This design comes from an exercise in tuning for small area and a short achievable clock period on the open sky130 flow, not from production work. Where RTL was checked, it was by simulation tests only, not by an equivalence proof against the original.

## MACRegister
module MACRegister(
    input clk,
    input rst,
    input [1:0] opcode,
    input [15:0] a,
    input [15:0] b,
    output [31:0] dataOut
    );
==> flow/config.mk <==
export PLATFORM = sky130hd
export DESIGN_NAME = MACRegister
export DESIGN_NICKNAME = MACRegister
export VERILOG_FILES = /design/flow/design.v
export SDC_FILE = /design/flow/constraint.sdc
export NUM_CORES = 4
export LEC_CHECK = 0
export CAP_MARGIN = 20
export CORE_MARGIN = 2
export CORE_UTILIZATION = 65
export CTS_BUF_LIST = sky130_fd_sc_hd__clkbuf_4 sky130_fd_sc_hd__clkbuf_8
export PLACE_DENSITY = 0.85
export SETUP_SLACK_MARGIN = 1.0
export SLEW_MARGIN = 20
export SYNTH_HIERARCHICAL = 1
export SYNTH_MINIMUM_KEEP_SIZE = 0
==> flow/constraint.sdc <==
create_clock -name core_clock -period 19.0 [get_ports {clk}]
set_input_delay 3.8000 -clock core_clock [delete_from_list [all_inputs] [get_ports {clk}]]
set_output_delay 3.8000 -clock core_clock [all_outputs]
set_load 0.01 [all_outputs]
standard.sh (not shown) runs the stock make flow with config.mk's settings and CLKGATE_MAP_FILE= SYNTH_SCRIPT=/design/flow/synth_recipe.tcl, a recipe that flattens the netlist after the stock synthesis.
==> flow/flow/run.sh <==
#!/bin/bash
# Standard ORFS layout, with buf_2 port buffers, and timing repair aiming for 10.75 ns of
# setup slack at the design's clock period (i.e. a tighter internal target).
set -euo pipefail
bash standard.sh "BUFFER_PORTS_ARGS=-buffer_cell sky130_fd_sc_hd__buf_2" "SETUP_SLACK_MARGIN=10.75" finish > make_finish.log 2>&1
The baseline produced a clean layout.
Next try:
==> flow/flow/run.sh (replaced) <==
#!/bin/bash
# Standard ORFS layout, with buf_2 port buffers, and timing repair aiming for 10.5 ns of
# setup slack at the design's clock period (i.e. a tighter internal target).
set -euo pipefail
bash standard.sh "BUFFER_PORTS_ARGS=-buffer_cell sky130_fd_sc_hd__buf_2" "SETUP_SLACK_MARGIN=10.5" finish > make_finish.log 2>&1
Settings changed: CORE_UTILIZATION 65 to 55, PLACE_DENSITY 0.85 to 0.75.
After rerunning:
- area after synthesis is unchanged
- cell count rose by a few percent
- global-route usage goes down by 5.3 points
- first-iteration DRC count shrinks by a little under a tenth
- sequential cell count stays the same
Next try:
==> flow/flow/run.sh (replaced) <==
#!/bin/bash
# Standard ORFS layout, with buf_2 port buffers, and timing repair aiming for 11 ns of
# setup slack at the design's clock period (i.e. a tighter internal target).
set -euo pipefail
bash standard.sh "BUFFER_PORTS_ARGS=-buffer_cell sky130_fd_sc_hd__buf_2" "SETUP_SLACK_MARGIN=11" finish > make_finish.log 2>&1
Outcome: The new run went through all stages and came out clean. Via count came out higher by 1.1%. Synthesized area does not change. Final area came out higher by 6.0%.

Setup of before:
Another version of the RTL of MACRegister (not shown whole).
Size in the first run: roughly 32 flip-flops, ~68 I/O pins, ~0.0092 mm^2 of cells after synthesis.
export LEC_CHECK = 0
export CAP_MARGIN = 20
export CORE_MARGIN = 2
export CORE_UTILIZATION = 40
export SETUP_SLACK_MARGIN = 1.0
export SLEW_MARGIN = 20
export SYNTH_HIERARCHICAL = 1
export SYNTH_MINIMUM_KEEP_SIZE = 0
create_clock -name core_clock -period 19.0 [get_ports {clk}]
==> flow/flow/run.sh <==
#!/bin/bash
# Standard ORFS layout, with buf_2 port buffers, and timing repair aiming for 10.5 ns of
# setup slack at the design's clock period (i.e. a tighter internal target).
set -euo pipefail
bash standard.sh "BUFFER_PORTS_ARGS=-buffer_cell sky130_fd_sc_hd__buf_2" "SETUP_SLACK_MARGIN=10.5" finish > make_finish.log 2>&1
For after, these inputs were changed with respect to before:
==> flow/flow/run.sh <==
#!/bin/bash
# Standard ORFS layout, with buf_2 port buffers, and timing repair aiming for 10.25 ns of
# setup slack at the design's clock period (i.e. a tighter internal target).
set -euo pipefail
bash standard.sh "BUFFER_PORTS_ARGS=-buffer_cell sky130_fd_sc_hd__buf_2" "SETUP_SLACK_MARGIN=10.25" finish > make_finish.log 2>&1
### Flow results
The fmax in after was lower than what before gave. Delta(final worst setup slack, after - before) < 0.
No run of this note included a check of the RTL's function; only the layout flow was run.

Another version of the RTL of MACRegister (not shown whole).
Size: about 990 cells after synthesis, ~32 flip-flops, ~68 I/O pins, about 0.0090 mm^2 of cells after synthesis.
clock: 19.0 ns
lec_check: 0
cap_margin: 20
core_margin: 2
core_utilization: 40
setup_slack_margin: 1.0
slew_margin: 20
synth_hierarchical: 1
synth_minimum_keep_size: 0
==> flow/flow/run.sh <==
#!/bin/bash
# Standard ORFS layout, with the port buffers made of buf_2 cells instead of the default choice.
set -euo pipefail
bash standard.sh "BUFFER_PORTS_ARGS=-buffer_cell sky130_fd_sc_hd__buf_2" finish > make_finish.log 2>&1
The first run produced a clean layout.
Rerun with:
Settings changed: CORE_UTILIZATION 40 to 55, PLACE_DENSITY from default to 0.75.
Result:
- via count increases by 2.4%
- global-route usage increases by 7.9 points
- routed wire length decreases by 3.2%
- core utilization increases by 16 points
Rerun with:
==> flow/flow/run.sh (replaced) <==
#!/bin/bash
# Standard ORFS layout, with buf_2 port buffers, and timing repair aiming for 10 ns of
# setup slack at the design's clock period (i.e. a tighter internal target).
set -euo pipefail
bash standard.sh "BUFFER_PORTS_ARGS=-buffer_cell sky130_fd_sc_hd__buf_2" "SETUP_SLACK_MARGIN=10" finish > make_finish.log 2>&1
Settings changed: CORE_UTILIZATION 55 to 40, PLACE_DENSITY 0.75 to default.
Wire length rose by 4.5%. Setup slack is better by 0.22 ns. Fmax climbs by about 2.5%. Hold slack degrades by 0.0059 ns. Global-route usage shrinks by 7.7 points. Via count goes down by 2.1%. Register-to-register slack gets better by 0.09 ns. Flip-flop and latch count is unchanged.

## run 1
MACRegister with an RTL version that a note above also has.
Size in the first run: roughly 32 flip-flops, ~9000 µm² of cells after synthesis.
Design MACRegister, start of the top module:
module MACRegister(
    input clk,
    input rst,
    input [1:0] opcode,
    input [15:0] a,
    input [15:0] b,
    output [31:0] dataOut
    );
    reg [31:0] register;
    assign dataOut = register;
    wire [31:0] rt = ~register;
    wire pp0_0 = ~(a[0] & b[0]), pp0_1 = ~(a[0] & b[1]), pp0_2 = ~(a[0] & b[2]), pp0_3 = ~(a[0] & b[3]), pp0_4 = ~(a[0] & b[4]), pp0_5 = ~(a[0] & b[5]), pp0_6 = ~(a[0] & b[6]), pp0_7 = ~(a[0] & b[7]), pp0_8 = ~(a[0] & b[8]), pp0_9 = ~(a[0] & b[9]), pp0_10 = ~(a[0] & b[10]), pp0_11 = ~(a[0] & b[11]), pp0_12 = ~(a[0] & b[12]), pp0_13 = ~(a[0] & b[13]), pp0_14 = ~(a[0] & b[14]), pp0_15 = ~(a[0] & b[15]);
    wire pp1_0 = ~(a[1] & b[0]), pp1_1 = ~(a[1] & b[1]), pp1_2 = ~(a[1] & b[2]), pp1_3 = ~(a[1] & b[3]), pp1_4 = ~(a[1] & b[4]), pp1_5 = ~(a[1] & b[5]), pp1_6 = ~(a[1] & b[6]), pp1_7 = ~(a[1] & b[7]), pp1_8 = ~(a[1] & b[8]), pp1_9 = ~(a[1] & b[9]), pp1_10 = ~(a[1] & b[10]), pp1_11 = ~(a[1] & b[11]), pp1_12 = ~(a[1] & b[12]), pp1_13 = ~(a[1] & b[13]), pp1_14 = ~(a[1] & b[14]), pp1_15 = ~(a[1] & b[15]);
  ...
export LEC_CHECK = 0
export CAP_MARGIN = 20
export CORE_MARGIN = 2
export CORE_UTILIZATION = 55
export PLACE_DENSITY = 0.75
export SETUP_SLACK_MARGIN = 1.0
export SLEW_MARGIN = 20
export SYNTH_HIERARCHICAL = 1
export SYNTH_MINIMUM_KEEP_SIZE = 0
create_clock -name core_clock -period 19.0 [get_ports {clk}]
==> flow/flow/run.sh <==
#!/bin/bash
# Standard ORFS layout, with the port buffers made of buf_2 cells instead of the default choice.
set -euo pipefail
bash standard.sh "BUFFER_PORTS_ARGS=-buffer_cell sky130_fd_sc_hd__buf_2" finish > make_finish.log 2>&1
Inputs modified between run 1 and run 2:
==> flow/flow/run.sh <==
#!/bin/bash
# Standard ORFS layout, with buf_2 port buffers; before floorplanning, logic cells are set to
# drive strength 1 (flow/downsize.tcl), and timing repair aims for 10.75 ns of setup slack at
# the design's clock period (a tighter internal target), sizing up only what needs it.
set -euo pipefail
export PRE_FLOORPLAN_TCL="$(pwd)/flow/downsize.tcl"
bash standard.sh "BUFFER_PORTS_ARGS=-buffer_cell sky130_fd_sc_hd__buf_2" "SETUP_SLACK_MARGIN=10.75" finish > make_finish.log 2>&1
==> flow/flow/downsize.tcl (new file) <==
# Before floorplanning: give every logic cell that synthesis sized up the drive strength 1 of
# its family (same function and pins). The timing repair later in the flow sizes up again
# only the cells on paths that need it. Flip-flops and clock cells are left alone.
set db [ord::get_db]
set n 0
foreach inst [[ord::get_db_block] getInsts] {
  set m [[$inst getMaster] getName]
  if {![regexp {^(sky130_fd_sc_hd__[a-z0-9]+)_([0-9]+)$} $m -> base sz]} { continue }
  if {$sz <= 1} { continue }
  if {[regexp {__(df|sdf|edf|dl|clk|buf|conb|tap|fill|decap)} $base]} { continue }
  set small [$db findMaster ${base}_1]
  if {$small eq "NULL" || $small eq ""} { continue }
  $inst swapMaster $small
  incr n
}
puts "downsize.tcl: $n cells set to drive strength 1"
==> comparison <==
Looking at first element of the critical path, the a[0] result is from run 2; the a[11] one comes from run 1. When run 2 is set beside run 1, its DRC marker count from the first detailed-route iteration turns out to be 114 smaller. Any difference in required time of the critical path between run 2 and run 1 is small enough to ignore. Delta (run 2 minus run 1): worst hold-check slack stayed essentially flat; met2 capacity usage during global routing shows an increase of 4.1 points; setup slack picked up an extra 0.61 ns; total length of routed wires up about 3.7%. Going from run 1 to run 2, via total after detailed routing went up by about 0.8%; met1 routed wirelength after detailed routing went up by about 4%. Design area: run 1 and run 2 compared, lower one is run 1.
#### Input delta (run 3 over run 2)
Settings: CTS_BUF_LIST now sky130_fd_sc_hd__clkbuf_8, previously not set.
==> flow/flow/run.sh <==
#!/bin/bash
# Standard ORFS layout, with buf_2 port buffers (buf_1 on the outputs, flow/outbuf.tcl after
# global placement), and timing repair aiming for 11.25 ns of setup slack at the design's clock
# period (a tighter internal target), working on the worst paths only (TNS_END_PERCENT=0).
set -euo pipefail
export POST_GLOBAL_PLACE_TCL="$(pwd)/flow/outbuf.tcl"
bash standard.sh "BUFFER_PORTS_ARGS=-buffer_cell sky130_fd_sc_hd__buf_2" "SETUP_SLACK_MARGIN=11.25" "TNS_END_PERCENT=0" finish > make_finish.log 2>&1
==> flow/flow/outbuf.tcl (new file) <==
# After global placement: the buffers that buffer_ports put on the output ports drive only
# the port's load, so give them drive strength 1.
set db [ord::get_db]
set small [$db findMaster sky130_fd_sc_hd__buf_1]
set n 0
foreach bterm [[ord::get_db_block] getBTerms] {
  if {[$bterm getIoType] ne "OUTPUT"} { continue }
  set net [$bterm getNet]
  foreach iterm [$net getITerms] {
    if {![$iterm isOutputSignal]} { continue }
    set inst [$iterm getInst]
    if {[string match sky130_fd_sc_hd__buf_* [[$inst getMaster] getName]]} {
      $inst swapMaster $small
      incr n
    }
  }
}
puts "outbuf.tcl: $n output port buffers set to buf_1"
removed: flow/flow/downsize.tcl
--- outcome ---
Run 3 and run 2 all finish clean. The lower period utilization came out of run 3. Compared with run 2, in run 3 via count of the first global-routing pass higher, number of resized instances in the post-cts repair step higher, global-route wire length before repair higher. End point of the critical path: register[24] -> run 3, register[27] -> run 2. Taking run 2 as the reference point, the fill cell instance count of the final layout of run 3 falls by 35.
The following lists how run 4 was set up differently from run 3:
Settings: CTS_BUF_LIST: sky130_fd_sc_hd__clkbuf_8 -> unset.
==> flow/flow/run.sh <==
#!/bin/bash
# Standard ORFS layout, with buf_1 port buffers, and timing repair aiming for 10.75 ns of
# setup slack at the design's clock period (i.e. a tighter internal target).
set -euo pipefail
bash standard.sh "BUFFER_PORTS_ARGS=-buffer_cell sky130_fd_sc_hd__buf_1" "SETUP_SLACK_MARGIN=10.75" finish > make_finish.log 2>&1
removed: flow/flow/outbuf.tcl
==> comparison <==
- Summary of run 4 over run 3: post-detailed-route wirelength per cell lost 2.1%; number of gates resized after cts went down by 16.
- The final reports for run 4 and run 3 show layout cell share with drive strength beyond 1 higher in the former.
- Compared to run 3, the routing of run 4 uses more wire.
- Clock tree cell share of total cell area in run 4 is 0.85 points above run 3.
Modified inputs, run 5 compared to run 4
==> flow/flow/run.sh <==
#!/bin/bash
# Standard ORFS layout, with buf_2 port buffers, and timing repair aiming for 10.5 ns of
# setup slack at the design's clock period (i.e. a tighter internal target).
set -euo pipefail
bash standard.sh "BUFFER_PORTS_ARGS=-buffer_cell sky130_fd_sc_hd__buf_2" "SETUP_SLACK_MARGIN=10.5" finish > make_finish.log 2>&1
Between run 5 and run 4, the achievable frequency is lower for run 5.
Comparing run 5 and run 4, the lower multi-input logic area was measured on run 5.
Final cell area: run 5 below run 4
Count of placed standard cells including taps in run 5 vs run 4: down 15

[static timing again, ports no longer ideal]
How much do the figures lean on ideal ports? The routed layouts below were timed once more, with nothing changed but the port constraints. Step 1 assumes that a clkbuf_16 drives the clock port and a buf_2 every other input. Step 2 also shifts input and output timing later by t, the mid clock arrival at the registers, as if the neighbouring blocks saw the same clock. Slacks: ideal / step 1 / step 2; pairs: ideal / step 1.
run	shift t [ns]	slack for setup (ns)	pins driven straight from the clock port
the first run of note 1	0.351	10.841 / 10.821 / 10.470	1
the second run of note 1	0.358	10.679 / 10.690 / 10.332	1
the third run of note 1	0.368	11.065 / 11.051 / 10.683	1
before	0.324	10.538 / 10.493 / 10.169	1
after	0.324	10.444 / 10.434 / 10.110	1
the first run of note 3	0.329	9.881 / 9.894 / 9.566	1
the second run of note 3	0.327	9.983 / 9.989 / 9.663	1
the third run of note 3	0.323	10.199 / 10.212 / 9.890	1
run 1	0.338	10.257 / 10.278 / 9.940	1
run 2	0.336	10.865 / 10.870 / 10.534	1
run 3	0.356	11.114 / 11.103 / 10.747	1
run 4	0.336	10.816 / 10.834 / 10.498	1
run 5	0.339	10.676 / 10.694 / 10.355	1
After both steps setup and hold are still met in every run listed. The setup slack of the third run of note 1, which loses most, moves by -0.014 ns with the drivers and by -0.382 ns with both steps.
